What follows belongs to an exercise in optimizing a design on an open flow for small area; a production flow would make more cautious choices. In this exercise RTL edits were held to simulation tests only and were not proved equivalent to the original. No activity file was given, so power comes from the tool's default toggle rates.

<file path="design/flow/run.sh">
#!/bin/bash
# synth_recipe.tcl (not shown) runs the flow's synth.tcl, then flattens the netlist and writes it again
# the make line also repeats each setting of config.mk as NAME=value (left out here)
make -C /OpenROAD-flow-scripts/flow DESIGN_CONFIG=/design/flow/config.mk WORK_HOME=/design/flow/orfs CLKGATE_MAP_FILE= SYNTH_SCRIPT=/design/flow/synth_recipe.tcl finish
</file>
<file path="design/flow/config.mk">
export PLATFORM = sky130hd
export DESIGN_NAME = PG
export DESIGN_NICKNAME = PG
export VERILOG_FILES = /design/flow/design.v
export SDC_FILE = /design/flow/constraint.sdc
export NUM_CORES = 4
export LEC_CHECK = 0
export CAP_MARGIN = 20
export CORE_MARGIN = 2
export CORE_UTILIZATION = 40
export SLEW_MARGIN = 20
</file>
<file path="design/flow/constraint.sdc">
create_clock -name core_clock -period 9.0 [get_ports {clk}]
set_input_delay 1.8000 -clock core_clock [delete_from_list [all_inputs] [get_ports {clk}]]
set_output_delay 1.8000 -clock core_clock [all_outputs]
set_load 0.01 [all_outputs]
</file>
<file path="design/flow/design.v">
`timescale 1ns / 1ps
module argminmax4(
    input wire signed [31:0] q0, q1, q2, q3,
    output wire [1:0] amax, amin
    );
    wire l01 = q0 < q1, l02 = q0 < q2, l03 = q0 < q3;
    wire l12 = q1 < q2, l13 = q1 < q3, l23 = q2 < q3;
    wire g01 = q0 > q1, g02 = q0 > q2, g03 = q0 > q3;
    wire g12 = q1 > q2, g13 = q1 > q3, g23 = q2 > q3;
    wire mx1 =  l01 & ~l12 & ~l13;
    wire mx2 =  l02 &  l12 & ~l23;
    wire mx3 =  l03 &  l13 &  l23;
    assign amax = {mx2 | mx3, mx1 | mx3};
    wire mn1 =  g01 & ~g12 & ~g13;
    wire mn2 =  g02 &  g12 & ~g23;
    wire mn3 =  g03 &  g13 &  g23;
    assign amin = {mn2 | mn3, mn1 | mn3};
endmodule
`timescale 1ns / 1ps
module PG(
    input wire clk, rst,
    input wire [31:0] Q0_A, Q1_A, Q2_A, Q3_A,
    input wire [31:0] Q0_B, Q1_B, Q2_B, Q3_B,
    input wire [1:0] Arand_A, Arand_B,
    input wire Asel_A, Asel_B,
    input wire learning,
    output wire [1:0] Amax_A, Amax_B,
    output wire [1:0] Amin_A, Amin_B,
    output wire [1:0] A_A, A_B
    );
    wire [1:0] amax_A, amin_A, amax_B, amin_B;
    argminmax4 amm0(.q0(Q0_A), .q1(Q1_A), .q2(Q2_A), .q3(Q3_A), .amax(amax_A), .amin(amin_A));
    argminmax4 amm1(.q0(Q0_B), .q1(Q1_B), .q2(Q2_B), .q3(Q3_B), .amax(amax_B), .amin(amin_B));
    reg [1:0] Amax_reg_A, Amin_reg_A, Agreed_A, Arand_reg_A;
    reg [1:0] Amax_reg_B, Amin_reg_B, Agreed_B, Arand_reg_B;
    reg Asel_reg_A, Asel_reg_B;
    always @(posedge clk) begin
        if (rst) begin
            Amax_reg_A <= 2'd0;
            Amin_reg_A <= 2'd0;
            Agreed_A   <= 2'd0;
            Amax_reg_B <= 2'd0;
            Amin_reg_B <= 2'd0;
            Agreed_B   <= 2'd0;
        end else begin
            Amax_reg_A <= amax_A;
            Amin_reg_A <= amin_A;
            Agreed_A   <= Amax_reg_A;
            Amax_reg_B <= amax_B;
            Amin_reg_B <= amin_B;
            Agreed_B   <= Amax_reg_B;
        end
        Asel_reg_A  <= Asel_A;
        Asel_reg_B  <= Asel_B;
        Arand_reg_A <= Arand_A;
        Arand_reg_B <= Arand_B;
    end
    assign Amax_A = Amax_reg_A;
    assign Amin_A = Amin_reg_A;
    assign Amax_B = Amax_reg_B;
    assign Amin_B = Amin_reg_B;
    assign A_A = (Asel_reg_A & learning) ? Agreed_A : Arand_reg_A;
    assign A_B = (Asel_reg_B & learning) ? Agreed_B : Arand_reg_B;
endmodule
</file>
==> flow_metrics.tcl, run 1 <==
set metrics [dict create \
    status "timing/DRC/antenna clean" \
    grt_overflow_total 0 \
    viasPerCell 5.541 \
    antenna_found_initial 2 \
    place.gp.congestion 0.9316 \
    p_clk_share_pct 13.2 \
    power.density_mw_per_mm2 59.59 \
    crit_type "primary input to output pin" \
    hold_class "flip-flop to flip-flop" \
    post_cts_buffers 0 \
    slew_violations 0 \
    drc 0 \
    placementRows 56 \
    grt_pass1_vias 10110 \
    cp_cell_sequence "clkdlybuf4s50_1, nand2_1, mux2_2, clkdlybuf4s50_1" \
    rsz0062_at_grt "no" \
    io_pins 277 \
    worst_path_most_repeated_cell "clkdlybuf4s50_1" \
    postCtsHoldBufs 0 \
    p_leak_uw 0.006638 \
    clock_latency_ns 0.26 \
    min_to "Agreed_A[0]" \
    syn_area_mm2 0.009703 \
    r2r_cells 1 \
    synthArstFlopShare_pct 0 \
    final_cell_mix "ha_1 (384), clkdlybuf4s50_1 (276), inv_1 (209)" \
    crit_buf_inv 2 \
    switching_share_pct 42.73 \
    core_mm2 0.02361 \
    dp_hpwl_um 30720 \
    required_ns 7.20 \
    die_w_um 159.8 \
    setup-violations-final 0 \
    pre_cts_ws_ns 4.042 \
    grt_usage_pct 25.75 \
    yosysWarnings 1 \
    combPwrFrac_pct 75.2 \
    cp_slowest_cell "clkdlybuf4s50_1" \
    critPathLaunchType "primary input" \
    cpLargestDelayFamily "buffers and inverters" \
    p_int_uw 441.9 \
    cp-end-kind "output pin" \
    drt_iter0_drc 520 \
    wl_um 33730 \
    relSlewSlack_pct 39.92 \
    cp.arrival_ns 3.17 \
    cts_resized 0 \
    fin_nets 2163 \
    cp_max_fo 2 \
    hold_path_depth 1 \
    critPathMaxStageDelay_ns 0.48 \
    synth_cell_types 70 \
    layout_commonest_cell "ha_1" \
    clk_pin_slew_ns 0.05 \
    root_buffer "clkbuf_16" \
    dr.pass1.iters 5 \
    numPortBuffers 276 \
    seq_power_share_pct 11.7 \
    syn_inst 1234 \
    rrSetupSlack_ns 8.39 \
    vdd_drop_max_uv 57.71 \
    fmax_ghz 0.2013 \
    cts_buffers 3 \
    drive_above_1_share_pct 1.190 \
    maxCapViolCount 0 \
    ys.flop_type "dfxtp_1" \
    insertedDiodeCount 0 \
    final-hold-violation-count 0 \
    fin_ws_ns 4.033 \
    synth_seq_cells 18 \
    htree_levels 1 \
    synth.net_count 1883 \
    vias 10150 \
    start_util_pct 41.09 \
    worst_pin_slew_ns 0.8785 \
    routedWlPerCell_um 18.41 \
    layout_min_cycle_time_ns 4.967 \
    postRouteAntennaNets 0 \
    min_from "Amax_reg_A[0]" \
    die_h_um 159.8 \
    synth_edf_count 0 \
    worstReg2RegEnd "Agreed_B[0]" \
    cts_sinks 18 \
    switchingPower_uw 329.7 \
    die_area_mm2 0.02552 \
    area_delta_synth_final_pct 33.46 \
    cts_tree "done" \
    r2r_start "Amax_reg_B[0]" \
    setup_tns_ns 0 \
    avgSynthCellArea_um2 7.863 \
    cts_buffer_depth 2 \
    grt_max_degree 16 \
    clock_skew_ns 0.006560 \
    ys_seq_area_share_pct 3.714 \
    critPathLaunch "learning" \
    fin_crit_sh_pct 55.19 \
    grt_first_pass_wirelength_um 53270 \
]
-- cells in the mapped netlist, types with 5 or more instances --
library cell	instances	area, µm²
and3_1	5	31.28
o21a_1	5	37.54
a221oi_1	6	52.55
and4_1	8	70.07
a21oi_1	136	680.7
nor2_1	28	105.1
nor2b_1	15	93.84
nand4_1	82	513.0
a21o_1	50	375.4
inv_1	209	784.5
nand2_1	65	244.0
ha_1	384	4805
a31oi_1	6	37.54
a211oi_1	13	97.59
nor4_1	15	93.84
o211ai_1	15	112.6
nand2b_1	12	75.07
mux2_2	5	56.30
dfxtp_1	18	360.4
nand3_1	32	160.2
nor3_1	11	55.05
o21ai_0	33	165.2
-- flip-flops by register name, indices dropped and copies added (netlist names) --
| register | count |
|---|---|
| Amin_reg_A | 2 |
| Amax_reg_B | 2 |
| Amin_reg_B | 2 |
| Amax_reg_A | 2 |
| Arand_reg_A | 2 |
| Agreed_A | 2 |
| Arand_reg_B | 2 |
| Asel_reg_A | 1 |
| Agreed_B | 2 |
| Asel_reg_B | 1 |
-- power groups by stage --
stage	Combinational, µW	Sequential (µW)	Clock [µW]
detailed placement	574	91.7	0
finish	580	90.1	102
global placement	564	92.0	0
CTS	579	90.0	103
floorplan	310	91.8	0
global route	654	90.7	107
-- cell families after synthesis --
kind of cell / synth area share (%)
muxes: 0.9026
buffers and inverters: 8.124
adders and majority gates: 49.52
AOI/OAI and AO/OA: 21.28
and+or+nand+nor: 16.47
DFF: 3.714
-- final cells by class --
class / instances / area [µm²]
repair buffers: 276 / 2763
well taps: 319 / 399.1
inverters: 209 / 784.5
clock buffers: 4 / 88.84
fillers: 2306 / 10660
multi-input cells: 1006 / 8554
flip-flops and latches: 18 / 360.3
-- layer usage --
layer | routed length, µm | global-route usage (%) | part of all wire [%] | up-vias
met5 | 26 | 0 | 0.077 | -
li1 | - | - | - | 5193
met2 | 15860 | 45.75 | 47 | 318
met1 | 15150 | 33.14 | 45 | 4592
met4 | 661 | 4.587 | 2.0 | 4
met3 | 2034 | 3.922 | 6.0 | 44
-- stage by stage --
step                hold WS, ns  utilization [%]  total power [µW]  instances  instance area [µm²]
finish                   0.4613            54.84             771.6       1832                12950
global placement         0.4537            54.47             656.3       1828                12860
floorplan                0.4922                -             401.8       1234                 9703
CTS                      0.4646            54.84             772.2       1832                12950
global route             0.4852            54.84             851.6       1832                12950
detailed placement       0.4560            54.47             665.8       1828                12860
-- how the worst max path moves through the flow --
stage,depth (start not counted),slack [ns],to
after floorplan,2,4.97,A_B[0]
after global placement,4,4.06,A_B[1]
after detailed placement,4,4.04,A_B[1]
after CTS,4,4.04,A_B[1]
after global routing,4,3.98,A_B[1]
final,4,4.03,A_A[0]
==> inputs of run 2 (changes only) <==
--- a/design/flow/design.v
+++ b/design/flow/design.v
@@ -1,12 +1,50 @@
 `timescale 1ns / 1ps
+module cmp3_32(
+    input wire [31:0] a, b,
+    output wire lt, gt
+    );
+    wire [31:0] x = {~a[31], a[30:0]};
+    wire [31:0] y = {~b[31], b[30:0]};
+    wire [31:0] l0 = ~x & y;
+    wire [31:0] e0 = ~(x ^ y);
+    wire [15:0] l1, e1;
+    wire [7:0]  l2, e2;
+    wire [3:0]  l3, e3;
+    wire [1:0]  l4, e4;
+    genvar k;
+    generate
+        for (k = 0; k < 16; k = k + 1) begin : s1
+            assign l1[k] = l0[2*k+1] | (e0[2*k+1] & l0[2*k]);
+            assign e1[k] = e0[2*k+1] & e0[2*k];
+        end
+        for (k = 0; k < 8; k = k + 1) begin : s2
+            assign l2[k] = l1[2*k+1] | (e1[2*k+1] & l1[2*k]);
+            assign e2[k] = e1[2*k+1] & e1[2*k];
+        end
+        for (k = 0; k < 4; k = k + 1) begin : s3
+            assign l3[k] = l2[2*k+1] | (e2[2*k+1] & l2[2*k]);
+            assign e3[k] = e2[2*k+1] & e2[2*k];
+        end
+        for (k = 0; k < 2; k = k + 1) begin : s4
+            assign l4[k] = l3[2*k+1] | (e3[2*k+1] & l3[2*k]);
+            assign e4[k] = e3[2*k+1] & e3[2*k];
+        end
+    endgenerate
+    assign lt = l4[1] | (e4[1] & l4[0]);
+    assign gt = ~lt & ~(e4[1] & e4[0]);
+endmodule
 module argminmax4(
-    input wire signed [31:0] q0, q1, q2, q3,
+    input wire [31:0] q0, q1, q2, q3,
     output wire [1:0] amax, amin
     );
-    wire l01 = q0 < q1, l02 = q0 < q2, l03 = q0 < q3;
-    wire l12 = q1 < q2, l13 = q1 < q3, l23 = q2 < q3;
-    wire g01 = q0 > q1, g02 = q0 > q2, g03 = q0 > q3;
-    wire g12 = q1 > q2, g13 = q1 > q3, g23 = q2 > q3;
+    wire l01, l02, l03, l12, l13, l23;
+    wire g01, g02, g03, g12, g13, g23;
+    cmp3_32 c01(.a(q0), .b(q1), .lt(l01), .gt(g01));
+    cmp3_32 c02(.a(q0), .b(q2), .lt(l02), .gt(g02));
+    cmp3_32 c03(.a(q0), .b(q3), .lt(l03), .gt(g03));
+    cmp3_32 c12(.a(q1), .b(q2), .lt(l12), .gt(g12));
+    cmp3_32 c13(.a(q1), .b(q3), .lt(l13), .gt(g13));
+    cmp3_32 c23(.a(q2), .b(q3), .lt(l23), .gt(g23));
     wire mx1 =  l01 & ~l12 & ~l13;
     wire mx2 =  l02 &  l12 & ~l23;
     wire mx3 =  l03 &  l13 &  l23;
==> design/flow/flow/run.sh (new file) <==
#!/bin/bash
# Own layout flow. The standard synthesis runs first, unchanged. Then remap.tcl synthesizes the
# same RTL again with an area-oriented ABC script (the comparator module on its own), keeping the
# standard synthesis's register names and cells; its netlist replaces the standard one and the
# standard layout runs on it, with sky130_fd_sc_hd__buf_1 as the port buffers.
set -euo pipefail
W=$(pwd)
R=$W/orfs/results/$FLOW_PLATFORM/PG/base
export LIB=$FLOW_HOME/platforms/$FLOW_PLATFORM/lib/sky130_fd_sc_hd__tt_025C_1v80.lib
export DEEPSYN_T=${DEEPSYN_T:-60}
export DONT_USE_CELLS=$(sed -n '/^export DONT_USE_CELLS/,/^[^ ]/p' $FLOW_HOME/platforms/$FLOW_PLATFORM/config.mk | grep -o 'sky130_fd_sc_hd__[a-z0-9_]*' | tr '\n' ' ')

bash standard.sh synth > std_synth.log 2>&1
cp $R/1_2_yosys.v std_1_2_yosys.v

yosys -c flow/remap.tcl > remap.log 2>&1

# the registers must be the standard synthesis's: same names, same cells
grep -o 'sky130_fd_sc_hd__df[a-z0-9_]* [^ ]*' std_1_2_yosys.v | sort > regs_std.txt
grep -o 'sky130_fd_sc_hd__df[a-z0-9_]* [^ ]*' remap.v | sort > regs_remap.txt
if ! diff regs_std.txt regs_remap.txt > regs_diff.txt; then
  echo "register mismatch with the standard synthesis" >&2
  cat regs_diff.txt >&2
  exit 1
fi

cp remap.v $R/1_2_yosys.v
rm -f $R/1_synth.odb $R/1_synth.sdc
export BUFFER_PORTS_ARGS="-buffer_cell sky130_fd_sc_hd__buf_1"
bash standard.sh finish > layout.log 2>&1
==> design/flow/flow/remap.tcl (new file) <==
# Area-oriented synthesis of design.v: the same coarse synthesis as the standard flow, then the
# comparator module optimised on its own with ABC's deepsyn and mapped with amap.
set lib $::env(LIB)
set dont_use {}
foreach c $::env(DONT_USE_CELLS) { lappend dont_use -dont_use $c }
yosys read_liberty -lib $lib
yosys read_verilog -defer $::env(FLOW_DESIGN)
yosys hierarchy -check -top $::env(FLOW_TOP)
yosys setattr -mod -set keep_hierarchy 1 argminmax4
yosys synth -top $::env(FLOW_TOP) -flatten -nofsm -noshare
yosys rename -wire
yosys opt -purge
yosys dfflibmap -liberty $lib {*}$dont_use
yosys opt
yosys setundef -zero
yosys abc -script "+strash;&get -n;&deepsyn -T $::env(DEEPSYN_T);&put;amap;topo;stime -p" -liberty $lib {*}$dont_use
# left out here: clear keep_hierarchy, flatten
yosys splitnets
yosys opt_clean -purge
yosys hilomap -singleton -hicell sky130_fd_sc_hd__conb_1 HI -locell sky130_fd_sc_hd__conb_1 LO
yosys insbuf -buf sky130_fd_sc_hd__buf_4 A X
yosys stat -liberty $lib
yosys check -assert -mapped
yosys write_verilog -noattr -nohex -nodec remap.v
==> design/flow/standard.sh (new file) <==
#!/bin/bash
# synth_recipe.tcl (not shown) runs the flow's synth.tcl, then flattens the netlist and writes it again
# the make line also repeats each setting of config.mk as NAME=value (left out here)
make -C /OpenROAD-flow-scripts/flow DESIGN_CONFIG=/design/flow/config.mk WORK_HOME=/design/flow/orfs CLKGATE_MAP_FILE= SYNTH_SCRIPT=/design/flow/synth_recipe.tcl "${@:-finish}"
removed: design/flow/run.sh
==> flow_metrics.tcl, run 2 <==
set metrics [dict create \
    cts_buffers 3 \
    fin_crit_sh_pct 53.30 \
    io_pins 277 \
    drive_above_1_share_pct 0.2527 \
    final_cell_mix "buf_1 (276), clkinv_1 (240), o22ai_1 (136)" \
    rrSetupSlack_ns 8.41 \
    start_util_pct 40.85 \
    cp.arrival_ns 4.97 \
    fin_ws_ns 4.203 \
    clock_skew_ns 0.0004928 \
    status "timing/DRC/antenna clean" \
    syn_area_mm2 0.005648 \
    clk_pin_slew_ns 0.05 \
    clock_latency_ns 0.24 \
    utilization_pct 50.51 \
    core_mm2 0.01383 \
    maxCapViolCount 0 \
    grt_max_degree 13 \
    grt_pass1_vias 8102 \
    hold_path_depth 1 \
    postRouteAntennaNets 0 \
    viasPerCell 6.622 \
    power.density_mw_per_mm2 79.49 \
    wl_um 25960 \
    place.gp.congestion 1.029 \
    vias 9052 \
    layout_commonest_cell "buf_1" \
    routedWlPerCell_um 18.99 \
    final_cells 1367 \
    drc 0 \
    pre_cts_ws_ns 4.077 \
    cts_tree "done" \
    slew_violations 0 \
    worstReg2RegEnd "Agreed_A[0]" \
    r2r_start "Amax_reg_A[0]" \
    multi_input_area_mm2 0.004387 \
    setup-violations-final 0 \
    dp_cells 1364 \
    drt_iter0_drc 1319 \
    n_fill_cell 1551 \
    rsz0062_at_grt "no" \
    critPathLaunchType "primary input" \
    crit_type "primary input to flip-flop" \
    synth.net_count 1173 \
    area_delta_synth_final_pct 23.66 \
    yosysWarnings 1 \
    placementRows 43 \
    min_to "Agreed_A[1]" \
    avgSynthCellArea_um2 6.220 \
    dr.pass1.iters 7 \
    relSlewSlack_pct 55.12 \
    dp_hpwl_um 22400 \
    post_cts_buffers 0 \
    p_leak_uw 0.002044 \
    cts_sinks 18 \
    antenna_found_initial 0 \
    die_area_mm2 0.01509 \
    cp-end-kind "flip-flop" \
    setup_tns_ns 0 \
    min_from "Amax_reg_A[1]" \
    layout_min_cycle_time_ns 4.797 \
    vdd_drop_max_uv 51.20 \
    grt_overflow_total 0 \
    htree_levels 1 \
    worst_pin_slew_ns 0.6671 \
    grt_first_pass_wirelength_um 40060 \
    numPortBuffers 276 \
    die_w_um 122.8 \
    fmax_ghz 0.2085 \
    fin_nets 1454 \
    grt_usage_pct 32.55 \
    postCtsHoldBufs 0 \
    hold_class "flip-flop to flip-flop" \
    seqCellArea_um2 360.3 \
    cts_resized 0 \
    cts_buffer_depth 2 \
    cp_max_fo 5 \
    insertedDiodeCount 0 \
    die_h_um 122.8 \
    required_ns 9.18 \
    r2r_cells 1 \
    syn_inst 908 \
    root_buffer "clkbuf_16" \
    final-hold-violation-count 0 \
]
run 2: cell count changes in the layout (fill, tap and decap cells not counted), moves of 65 or more:
cell,before,now
buf_1,0,276
nand4_1,82,2
a21oi_1,136,34
inv_1,209,0
clkinv_1,0,240
o221ai_1,1,66
ha_1,384,0
clkdlybuf4s50_1,276,0
o22ai_1,4,136
run 2: layer usage:
layer / part of all wire, % / GRT usage, % / wire length (µm)
met1: 43 / 46.46 / 11090
met2: 42 / 49.86 / 10970
met3: 12 / 5.158 / 2987
met4: 3.5 / 9.914 / 911
met5: 0 / 0 / 0
run 2: power breakdown:
| group | total (µW) | internal, µW | switching, µW | leakage (µW) |
|---|---|---|---|---|
| Sequential | 89.4 | 86.9 | 2.54 | 0.000149 |
| Clock | 84.1 | 58.2 | 25.9 | 0.0000370 |
| Combinational | 382 | 143 | 238 | 0.00186 |
| Total | 555 | 289 | 267 | 0.00204 |
run 2: layout make-up:
type                       instances  share of cell area [%]
multi-input combinational        650                   62.81
clock buffer                       3                   1.075
timing repair buffer             276                   14.83
tap                              180                   3.225
inverter                         240                   12.90
sequential                        18                   5.159
run 2: worst max-delay path, cell delays in order:
cell and delay [ns]:
buf_1 0.20, clkinv_1 0.12, o22ai_1 0.23, nand2b_1 0.13
o221ai_1 0.10, nand2b_1 0.10, o221ai_1 0.10, nand2b_1 0.09
o221ai_1 0.10, a222oi_1 0.30, nor2_1 0.08, a211o_1 0.25
nand2_1 0.08, o221a_1 0.18, or2_0 0.12, o211ai_1 0.09
and2_0 0.18, a221oi_1 0.27, o21ai_0 0.15, o21ai_0 0.15
nor2b_1 0.14
run 2: worst max path at each step:
| stage | from | endpoint | cells after the start |
|---|---|---|---|
| CTS | Q0_A[1] | Amin_reg_A[0] | 21 |
| floorplan | Q0_A[2] | Amin_reg_A[0] | 20 |
| global route | Q0_A[1] | Amin_reg_A[0] | 21 |
| finish | Q0_A[1] | Amin_reg_A[0] | 21 |
| detailed placement | Q0_A[1] | Amin_reg_A[0] | 21 |
| global placement | Q0_B[1] | Amin_reg_B[0] | 21 |
run 2: through the flow:
stage	cell area, µm²	total power, µW	hold slack, ns
6_report	6984	555.2	0.4644
5_1_grt	6984	596.9	0.4866
4_1_cts	6984	545.9	0.4691
3_5_place_dp	6909	458.8	0.4622
3_3_place_gp	6909	463.9	0.4469
2_1_floorplan	5648	304.0	0.4882
==> inputs of run 3 (changes only) <==
==> design/flow/flow/run.sh (replaced) <==
#!/bin/bash
# Own layout flow. The standard synthesis runs first, unchanged. Then remap.tcl synthesizes the
# same RTL again with an area-oriented ABC script (the comparator module on its own, with deepsyn
# from a few random seeds in parallel; the smallest result is kept), keeping the standard
# synthesis's register names and cells. Its netlist replaces the standard one and the standard
# layout runs on it, with sky130_fd_sc_hd__buf_1 as the port buffers.
set -euo pipefail
W=$(pwd)
R=$W/orfs/results/$FLOW_PLATFORM/PG/base
export LIB=$FLOW_HOME/platforms/$FLOW_PLATFORM/lib/sky130_fd_sc_hd__tt_025C_1v80.lib
export DEEPSYN_T=${DEEPSYN_T:-90}
export DONT_USE_CELLS=$(sed -n '/^export DONT_USE_CELLS/,/^[^ ]/p' $FLOW_HOME/platforms/$FLOW_PLATFORM/config.mk | grep -o 'sky130_fd_sc_hd__[a-z0-9_]*' | tr '\n' ' ')

bash standard.sh synth > std_synth.log 2>&1
cp $R/1_2_yosys.v std_1_2_yosys.v

pids=()
for s in 1 2 3 4; do
  DEEPSYN_S=$s REMAP_OUT=remap_$s.v yosys -c flow/remap.tcl > remap_$s.log 2>&1 &
  pids+=($!)
done
for p in "${pids[@]}"; do wait $p; done
best=
best_area=
for s in 1 2 3 4; do
  a=$(grep "Chip area for module '\\\\PG'" remap_$s.log | tail -1 | awk '{print $NF}')
  echo "seed $s area $a" >> remap_choice.log
  if [[ -z "$best" ]] || awk -v a="$a" -v b="$best_area" 'BEGIN{exit !(a < b)}'; then
    best=$s; best_area=$a
  fi
done
echo "kept seed $best" >> remap_choice.log
cp remap_$best.v remap.v

# the registers must be the standard synthesis's: same names, same cells
grep -o 'sky130_fd_sc_hd__df[a-z0-9_]* [^ ]*' std_1_2_yosys.v | sort > regs_std.txt
grep -o 'sky130_fd_sc_hd__df[a-z0-9_]* [^ ]*' remap.v | sort > regs_remap.txt
if ! diff regs_std.txt regs_remap.txt > regs_diff.txt; then
  echo "register mismatch with the standard synthesis" >&2
  cat regs_diff.txt >&2
  exit 1
fi

cp remap.v $R/1_2_yosys.v
rm -f $R/1_synth.odb $R/1_synth.sdc
export BUFFER_PORTS_ARGS="-buffer_cell sky130_fd_sc_hd__buf_1"
bash standard.sh finish > layout.log 2>&1
--- a/design/flow/flow/remap.tcl
+++ b/design/flow/flow/remap.tcl
@@ -13,7 +13,8 @@
 yosys dfflibmap -liberty $lib {*}$dont_use
 yosys opt
 yosys setundef -zero
-yosys abc -script "+strash;&get -n;&deepsyn -T $::env(DEEPSYN_T);&put;amap;topo;stime -p" -liberty $lib {*}$dont_use
+yosys abc -script "+strash;&get -n;&deepsyn -T $::env(DEEPSYN_T) -S $::env(DEEPSYN_S);&put;amap;topo;stime -p" -liberty $lib {*}$dont_use argminmax4
+yosys abc -script "+strash;dch;amap;topo;stime -p" -liberty $lib {*}$dont_use $::env(FLOW_TOP)
 # left out here: clear keep_hierarchy, flatten
 yosys splitnets
 yosys opt_clean -purge
@@ -21,4 +22,4 @@
 yosys insbuf -buf sky130_fd_sc_hd__buf_4 A X
 yosys stat -liberty $lib
 yosys check -assert -mapped
-yosys write_verilog -noattr -nohex -nodec remap.v
+yosys write_verilog -noattr -nohex -nodec $::env(REMAP_OUT)
--- a/design/flow/config.mk
+++ b/design/flow/config.mk
@@ -8,4 +8,5 @@
 export CAP_MARGIN = 20
 export CORE_MARGIN = 2
 export CORE_UTILIZATION = 40
+export CTS_BUF_LIST = sky130_fd_sc_hd__clkbuf_4
 export SLEW_MARGIN = 20
==> flow_metrics.tcl, run 3 <==
set metrics [dict create \
    status "timing/DRC/antenna clean" \
    required_ns 9.17 \
    final_cell_mix "buf_1 (276), clkinv_1 (251), o22ai_1 (128)" \
    fin_crit_sh_pct 48.19 \
    power.density_mw_per_mm2 75.41 \
    dr.pass1.iters 13 \
    cts_sinks 18 \
    postRouteAntennaNets 0 \
    yosysWarnings 1 \
    layout_commonest_cell "buf_1" \
    slew_violations 0 \
    avgSynthCellArea_um2 6.242 \
    cp.arrival_ns 4.51 \
    die_h_um 121.2 \
    syn_area_mm2 0.005493 \
    critPathLaunchType "primary input" \
    grt_first_pass_wirelength_um 42560 \
    final_cells 1338 \
    min_from "Amax_reg_A[0]" \
    root_buffer "clkbuf_4" \
    numPortBuffers 276 \
    fmax_ghz 0.2306 \
    cp_max_fo 4 \
    clk_pin_slew_ns 0.10 \
    setup-violations-final 0 \
    insertedDiodeCount 0 \
    n_fill_cell 1507 \
    vias 9104 \
    die_area_mm2 0.01469 \
    utilization_pct 50.87 \
    dp_cells 1334 \
    routedWlPerCell_um 20.60 \
    setup_tns_ns 0 \
    die_w_um 121.2 \
    cts_buffer_depth 2 \
    grt_usage_pct 35.35 \
    syn_inst 880 \
    critPathLaunch "Q1_B[11]" \
    rrSetupSlack_ns 8.38 \
    cts_resized 0 \
    antenna_found_initial 0 \
    layout_min_cycle_time_ns 4.337 \
    r2r_start "Amax_reg_B[1]" \
    grt_overflow_total 0 \
    relSlewSlack_pct 41.60 \
    drc 0 \
    rsz0062_at_grt "no" \
    area_delta_synth_final_pct 23.62 \
    maxCapViolCount 0 \
    hold_class "flip-flop to flip-flop" \
    grt_max_degree 13 \
    drt_iter0_drc 1466 \
    placementRows 42 \
    htree_levels 1 \
    grt_pass1_vias 8184 \
    wl_um 27560 \
    io_pins 277 \
    p_leak_uw 0.001936 \
    place.gp.congestion 1.039 \
    crit_type "primary input to flip-flop" \
    worst_pin_slew_ns 0.8638 \
    viasPerCell 6.804 \
    postCtsHoldBufs 0 \
    fin_nets 1428 \
    cp-end-kind "flip-flop" \
    core_mm2 0.01335 \
    clock_latency_ns 0.29 \
    cts_buffers 3 \
    vdd_drop_max_uv 33.15 \
    power_uw 512.1 \
    cts_tree "done" \
    holdWs_ns 0.4899 \
    start_util_pct 41.15 \
    drive_above_1_share_pct 0.4303 \
    final-hold-violation-count 0 \
    clock_skew_ns 0.006685 \
    synth.net_count 1145 \
    dp_hpwl_um 23600 \
    post_cts_buffers 0 \
]
==> run 3: layer usage <==
metal / wire, µm / up-vias / GRT usage, %
met4: 471 / 0 / 5.244
met5: 0 / - / 0
met3: 3761 / 56 / 8.177
met2: 11560 / 731 / 54.63
li1: - / 4195 / -
met1: 11760 / 4122 / 50.88
==> run 3: cell type report <==
cell class	count	area (µm²)	area share, %
multi-input combinational	612	4194	61.77
timing repair buffer	278	1051	15.48
inverter	250	938.4	13.82
sequential	18	360.3	5.307
tap	176	220.2	3.243
clock buffer	3	22.52	0.3317
clock inverter	1	3.754	0.05528
==> run 3: through the flow <==
stage / cell area (µm²) / setup WS (ns)
2_1_floorplan: 5493 / 4.990
3_3_place_gp: 6764 / 4.392
3_5_place_dp: 6764 / 4.391
4_1_cts: 6790 / 4.705
5_1_grt: 6790 / 4.344
6_report: 6790 / 4.663
==> run 3: worst paths after layout <==
path	end	cells after the start
worst max-delay path	Amin_reg_B[0]	14
worst min-delay path	Agreed_A[0]	1
worst max register to register	Agreed_B[1]	1
worst min register to register	Agreed_A[0]	1
==> run 3: critical path, stage by stage <==
cell	delay, ns
buf_1	0.18
clkinv_1	0.17
o22ai_1	0.22
clkinv_1	0.08
a222oi_1	0.24
o21ai_0	0.15
a222oi_1	0.33
o221ai_1	0.17
a222oi_1	0.39
clkinv_1	0.15
a31oi_1	0.22
clkinv_1	0.09
a31o_1	0.17
nor2b_1	0.12
==> run 3: power by group <==
part           internal [µW]  switching [µW]  total, µW
logic                    139             243        381
registers               86.7            4.29       91.0
clock network           16.1            23.6       39.7
total                    241             271        512
==> inputs of run 4 (changes only) <==
--- a/design/flow/flow/run.sh
+++ b/design/flow/flow/run.sh
@@ -1,28 +1,31 @@
 #!/bin/bash
 # Own layout flow. The standard synthesis runs first, unchanged. Then remap.tcl synthesizes the
 # same RTL again with an area-oriented ABC script (the comparator module on its own, with deepsyn
-# from a few random seeds in parallel; the smallest result is kept), keeping the standard
+# from eight random seeds, four at a time; the smallest result is kept), keeping the standard
 # synthesis's register names and cells. Its netlist replaces the standard one and the standard
 # layout runs on it, with sky130_fd_sc_hd__buf_1 as the port buffers.
 set -euo pipefail
 W=$(pwd)
 R=$W/orfs/results/$FLOW_PLATFORM/PG/base
 export LIB=$FLOW_HOME/platforms/$FLOW_PLATFORM/lib/sky130_fd_sc_hd__tt_025C_1v80.lib
-export DEEPSYN_T=${DEEPSYN_T:-90}
+export DEEPSYN_T=${DEEPSYN_T:-45}
 export DONT_USE_CELLS=$(sed -n '/^export DONT_USE_CELLS/,/^[^ ]/p' $FLOW_HOME/platforms/$FLOW_PLATFORM/config.mk | grep -o 'sky130_fd_sc_hd__[a-z0-9_]*' | tr '\n' ' ')
 
 bash standard.sh synth > std_synth.log 2>&1
 cp $R/1_2_yosys.v std_1_2_yosys.v
 
-pids=()
-for s in 1 2 3 4; do
-  DEEPSYN_S=$s REMAP_OUT=remap_$s.v yosys -c flow/remap.tcl > remap_$s.log 2>&1 &
-  pids+=($!)
+SEEDS="1 2 3 4 5 6 7 8"
+for round in "1 2 3 4" "5 6 7 8"; do
+  pids=()
+  for s in $round; do
+    DEEPSYN_S=$s REMAP_OUT=remap_$s.v yosys -c flow/remap.tcl > remap_$s.log 2>&1 &
+    pids+=($!)
+  done
+  for p in "${pids[@]}"; do wait $p; done
 done
-for p in "${pids[@]}"; do wait $p; done
 best=
 best_area=
-for s in 1 2 3 4; do
+for s in $SEEDS; do
   a=$(grep "Chip area for module '\\\\PG'" remap_$s.log | tail -1 | awk '{print $NF}')
   echo "seed $s area $a" >> remap_choice.log
   if [[ -z "$best" ]] || awk -v a="$a" -v b="$best_area" 'BEGIN{exit !(a < b)}'; then
==> flow_metrics.tcl, run 4 <==
set metrics [dict create \
    postRouteAntennaNets 0 \
    wl_um 27200 \
    root_buffer "clkbuf_4" \
    status "timing/DRC/antenna clean" \
    core_mm2 0.01335 \
    final-hold-violation-count 0 \
    postCtsHoldBufs 0 \
    yosysWarnings 1 \
    crit_type "primary input to flip-flop" \
    combPwrFrac_pct 74.5 \
    cp_cell_sequence "buf_1, clkinv_1, a22oi_1, o221ai_1, nor4_1, o221ai_1, or4_1, nor2_1, nor2_1, or3b_1, o21ai_0, nor2b_1" \
    numPortBuffers 276 \
    power.density_mw_per_mm2 74.54 \
    vdd_drop_max_uv 32.35 \
    maxCapViolCount 0 \
    seqCellArea_um2 360.3 \
    switchingPower_uw 265.7 \
    switching_share_pct 52.60 \
    io_pins 277 \
    critPathLaunchType "primary input" \
    cp_max_fo 4 \
    start_util_pct 41.15 \
    viasPerCell 6.832 \
    cp-end-kind "flip-flop" \
    place.gp.congestion 1.039 \
    routedWlPerCell_um 20.45 \
    cts_resized 0 \
    die_area_mm2 0.01469 \
    holdWs_ns 0.5192 \
    antenna_found_initial 0 \
    p_int_uw 239.4 \
    die_w_um 121.2 \
    cp_slowest_cell "or4_1" \
    fmax_ghz 0.2227 \
    final_cell_mix "buf_1 (276), clkinv_1 (247), o22ai_1 (142)" \
    htree_levels 1 \
    fin_crit_sh_pct 49.89 \
    cts_tree "done" \
    fin_nets 1420 \
    slew_violations 0 \
    clk_pin_slew_ns 0.09 \
    drive_above_1_share_pct 0.2600 \
    n_fill_cell 1465 \
    synth.net_count 1139 \
    drc 0 \
    rsz0062_at_grt "no" \
    p_clk_share_pct 7.5 \
    insertedDiodeCount 0 \
    p_leak_uw 0.001938 \
    vias 9087 \
    grt_first_pass_wirelength_um 41290 \
    layout_min_cycle_time_ns 4.490 \
    grt_usage_pct 34.53 \
    hold_class "flip-flop to flip-flop" \
    setup-violations-final 0 \
    die_h_um 121.2 \
    relSlewSlack_pct 52.06 \
    cts_buffer_depth 2 \
    area_delta_synth_final_pct 23.35 \
    cp.arrival_ns 4.71 \
    worst_pin_slew_ns 0.7125 \
    grt_max_degree 13 \
    cts_sinks 18 \
    setup_tns_ns 0 \
    dr.pass1.iters 9 \
    post_cts_buffers 0 \
    syn_inst 874 \
    utilization_pct 50.76 \
    avgSynthCellArea_um2 6.285 \
    critPathMaxStageDelay_ns 0.50 \
    multi_input_area_mm2 0.004209 \
    layout_commonest_cell "buf_1" \
    drt_iter0_drc 1411 \
    grt_pass1_vias 8259 \
    clock_latency_ns 0.28 \
    clock_skew_ns 0.004919 \
    seq_power_share_pct 18.0 \
    syn_area_mm2 0.005493 \
    grt_overflow_total 0 \
    dp_hpwl_um 23390 \
    placementRows 42 \
    required_ns 9.22 \
    cts_buffers 3 \
]
[run 4: worst max-delay path: cells and delay by family]
| family | cells | cell delay (ns) |
|---|---|---|
| simple gates | 6 | 1.69 |
| compound gates | 4 | 0.92 |
| buf+inv | 2 | 0.30 |
[run 4: power groups by stage]
stage	sequential, µW	combinational [µW]	clock [µW]
global route	91.7	406	45.5
detailed placement	92.8	361	0
CTS	90.9	363	40.6
finish	90.9	376	37.9
floorplan	92.5	202	0
global placement	93.0	368	0
[run 4: routing by layer]
| layer | up-vias | share of wire (%) | global-route usage (%) |
|---|---|---|---|
| met4 | 0 | 2.7 | 9.698 |
| met3 | 59 | 14 | 8.083 |
| met2 | 719 | 44 | 55.37 |
| li1 | 4174 | - | - |
| met5 | - | 0 | 0 |
| met1 | 4135 | 40 | 46.19 |
[run 4: final timing paths]
path / from / endpoint / slack, ns / depth (start not counted)
worst max-delay path: Q3_B[21] / Amax_reg_B[0] / 4.51 / 12
worst min-delay path: Amax_reg_A[0] / Agreed_A[0] / 0.52 / 1
worst max register to register: Amax_reg_B[0] / Agreed_B[0] / 8.38 / 1
worst min register to register: Amax_reg_A[0] / Agreed_A[0] / 0.52 / 1
[run 4: cell type report]
type                    count  area share [%]
clock buffers               3          0.3324
inverters                 246           13.63
multi-input cells         610           62.12
repair buffers            276           15.29
clock inverters             1         0.05540
flip-flops and latches     18           5.319
well taps                 176           3.250
[run 4: metrics by stage]
stage	total power (µW)	cells	setup WS, ns	instance area [µm²]
final	505.0	1330	4.510	6775
after global routing	543.5	1330	4.268	6775
after floorplan	294.2	874	4.990	5493
after detailed placement	454.0	1326	4.321	6749
after CTS	494.9	1330	4.611	6775
after global placement	460.8	1326	4.215	6749
==> inputs of run 5 (changes only) <==
--- a/design/flow/flow/run.sh
+++ b/design/flow/flow/run.sh
@@ -1,7 +1,7 @@
 #!/bin/bash
 # Own layout flow. The standard synthesis runs first, unchanged. Then remap.tcl synthesizes the
 # same RTL again with an area-oriented ABC script (the comparator module on its own, with deepsyn
-# from eight random seeds, four at a time; the smallest result is kept), keeping the standard
+# from four random seeds, each from the RTL as written and after a dc2 rewrite, four jobs at a time; the smallest result is kept), keeping the standard
 # synthesis's register names and cells. Its netlist replaces the standard one and the standard
 # layout runs on it, with sky130_fd_sc_hd__buf_1 as the port buffers.
 set -euo pipefail
@@ -14,11 +14,13 @@
 bash standard.sh synth > std_synth.log 2>&1
 cp $R/1_2_yosys.v std_1_2_yosys.v
 
+# jobs 1-4 start deepsyn from the RTL's own structure, jobs 5-8 after a dc2 rewrite of it
 SEEDS="1 2 3 4 5 6 7 8"
 for round in "1 2 3 4" "5 6 7 8"; do
   pids=()
   for s in $round; do
-    DEEPSYN_S=$s REMAP_OUT=remap_$s.v yosys -c flow/remap.tcl > remap_$s.log 2>&1 &
+    if (( s <= 4 )); then pre=strash; else pre=dc2; fi
+    PRE_OPT=$pre DEEPSYN_S=$(( (s - 1) % 4 + 1 )) REMAP_OUT=remap_$s.v yosys -c flow/remap.tcl > remap_$s.log 2>&1 &
     pids+=($!)
   done
   for p in "${pids[@]}"; do wait $p; done
--- a/design/flow/flow/remap.tcl
+++ b/design/flow/flow/remap.tcl
@@ -13,7 +13,7 @@
 yosys dfflibmap -liberty $lib {*}$dont_use
 yosys opt
 yosys setundef -zero
-yosys abc -script "+strash;&get -n;&deepsyn -T $::env(DEEPSYN_T) -S $::env(DEEPSYN_S);&put;amap;topo;stime -p" -liberty $lib {*}$dont_use argminmax4
+yosys abc -script "+strash;$::env(PRE_OPT);&get -n;&deepsyn -T $::env(DEEPSYN_T) -S $::env(DEEPSYN_S);&put;amap;topo;stime -p" -liberty $lib {*}$dont_use argminmax4
 yosys abc -script "+strash;dch;amap;topo;stime -p" -liberty $lib {*}$dont_use $::env(FLOW_TOP)
 # left out here: clear keep_hierarchy, flatten
 yosys splitnets
==> flow_metrics.tcl, run 5 <==
set metrics [dict create \
    layout_min_cycle_time_ns 4.490 \
    clock_latency_ns 0.28 \
    grt_max_degree 13 \
    htree_levels 1 \
    worst_pin_slew_ns 0.7125 \
    clk_pin_slew_ns 0.09 \
    critPathLaunch "Q3_B[21]" \
    cp-end-kind "flip-flop" \
    postCtsHoldBufs 0 \
    cts_tree "done" \
    rsz0062_at_grt "no" \
    core_mm2 0.01335 \
    die_area_mm2 0.01469 \
    cp.arrival_ns 4.71 \
    required_ns 9.22 \
    root_buffer "clkbuf_4" \
    viasPerCell 6.832 \
    postRouteAntennaNets 0 \
    fin_ws_ns 4.510 \
    pre_cts_ws_ns 4.321 \
    vias 9087 \
    die_w_um 121.2 \
    setup_tns_ns 0 \
    seq_power_share_pct 18.0 \
    synth.net_count 1139 \
    crit_type "primary input to flip-flop" \
    cts_buffer_depth 2 \
    cts_resized 0 \
    syn_inst 874 \
    start_util_pct 41.15 \
    area_delta_synth_final_pct 23.35 \
    cts_sinks 18 \
    relSlewSlack_pct 52.06 \
    fin_crit_sh_pct 49.89 \
    post_cts_buffers 0 \
    power.density_mw_per_mm2 74.54 \
    insertedDiodeCount 0 \
    status "timing/DRC/antenna clean" \
    setup-violations-final 0 \
    wl_um 27200 \
    routedWlPerCell_um 20.45 \
    holdWs_ns 0.5192 \
    grt_usage_pct 34.53 \
    final_cells 1330 \
    cp_max_fo 4 \
    yosysWarnings 1 \
    vdd_drop_max_uv 32.35 \
    fmax_ghz 0.2227 \
    p_int_uw 239.4 \
    drt_iter0_drc 1411 \
    io_pins 277 \
    numPortBuffers 276 \
    min_from "Amax_reg_A[0]" \
    fin_nets 1420 \
    dp_hpwl_um 23390 \
    dr.pass1.iters 9 \
    hold_class "flip-flop to flip-flop" \
    die_h_um 121.2 \
    cts_buffers 3 \
    r2r_cells 1 \
    rrSetupSlack_ns 8.38 \
    hold_path_depth 1 \
    avgSynthCellArea_um2 6.285 \
    maxCapViolCount 0 \
    combPwrFrac_pct 74.5 \
    placementRows 42 \
    grt_pass1_vias 8259 \
    switchingPower_uw 265.7 \
    clock_skew_ns 0.004919 \
    syn_area_mm2 0.005493 \
    grt_overflow_total 0 \
    power_uw 505.0 \
    slew_violations 0 \
    antenna_found_initial 0 \
    switching_share_pct 52.60 \
    critPathLaunchType "primary input" \
    final-hold-violation-count 0 \
    p_leak_uw 0.001938 \
    min_to "Agreed_A[0]" \
    worstReg2RegEnd "Agreed_B[0]" \
    drc 0 \
    place.gp.congestion 1.039 \
    grt_first_pass_wirelength_um 41290 \
    r2r_start "Amax_reg_B[0]" \
    drive_above_1_share_pct 0.2600 \
    layout_commonest_cell "buf_1" \
    p_clk_share_pct 7.5 \
    final_cell_mix "buf_1 (276), clkinv_1 (247), o22ai_1 (142)" \
    dp_cells 1326 \
]
-- run 5: cell counts in the layout (fill, tap and decap cells not counted) --
Identical to the previous run, type by type.
-- run 5: through the flow --
step           util [%]  area [µm²]
6_report          50.76        6775
5_1_grt           50.76        6775
4_1_cts           50.76        6775
3_5_place_dp      50.56        6749
3_3_place_gp      50.56        6749
2_1_floorplan         -        5493
-- run 5: how the worst max path moves through the flow --
| stage | endpoint | cells after the start | slack, ns |
|---|---|---|---|
| CTS | Amin_reg_B[0] | 12 | 4.61 |
| global route | Amin_reg_B[0] | 12 | 4.27 |
| floorplan | A_A[0] | 3 | 4.99 |
| detailed placement | Amin_reg_B[0] | 12 | 4.32 |
| finish | Amax_reg_B[0] | 12 | 4.51 |
| global placement | Amin_reg_B[0] | 12 | 4.21 |
-- run 5: worst max-delay path: stages --
cell and delay, ns:
buf_1 0.16, clkinv_1 0.14, a22oi_1 0.31, o221ai_1 0.18
nor4_1 0.45, o221ai_1 0.35, or4_1 0.50, nor2_1 0.15
nor2_1 0.07, or3b_1 0.39, o21ai_0 0.08, nor2b_1 0.13
-- run 5: cell type report --
type / count / area [µm²]
clock buffer: 3 / 22.52
clock inverter: 1 / 3.754
fill: 1465 / 6573
inverter: 246 / 923.4
multi-input combinational: 610 / 4209
sequential: 18 / 360.3
tap: 176 / 220.2
timing repair buffer: 276 / 1036
-- run 5: power groups by stage --
stage	logic [µW]	clock network, µW	registers, µW
2_1_floorplan	202	0	92.5
3_3_place_gp	368	0	93.0
3_5_place_dp	361	0	92.8
4_1_cts	363	40.6	90.9
5_1_grt	406	45.5	91.7
6_report	376	37.9	90.9
-- run 5: metal layers --
layer	wire length [µm]	vias up	track usage (%)
met2	11830	719	55.37
li1	-	4174	-
met1	10880	4135	46.19
met4	737	0	9.698
met3	3749	59	8.083
met5	0	-	0

## what the ideal ports hide
In the flow no input, the clock included, has a driving cell. The finished layouts below were timed again as built, in two steps.
Step 1 assumes that a clkbuf_16 drives the clock port and a buf_2 every other input.
Step 2 adds t to the input delays and takes it off the output delays; t is the mean of the earliest and latest rising clock arrival at the registers after step 1. Input paths then give back, and output paths get back, about the clock's delay inside the block.
a / b / c = ideal / step 1 / step 2; a / b = the first two.
| run | shift t [ns] | setup slack, ns | worst setup path at the end | worst register clock-pin slew, ns |
|---|---|---|---|---|
| run 1 | 0.289 | 4.033 / 4.005 / 4.005 | input to output | 0.06 / 0.06 |
| run 2 | 0.269 | 4.203 / 4.200 / 3.931 | input to register | 0.05 / 0.05 |
| run 3 | 0.308 | 4.663 / 4.662 / 4.354 | input to register | 0.10 / 0.10 |
| run 4 | 0.302 | 4.510 / 4.506 / 4.204 | input to register | 0.09 / 0.09 |
| run 5 | 0.302 | 4.510 / 4.506 / 4.204 | input to register | 0.09 / 0.09 |
After both steps setup and hold are still met in every run listed. The setup slack of run 3, which loses most, moves by -0.001 ns with the drivers and by -0.309 ns with both steps.
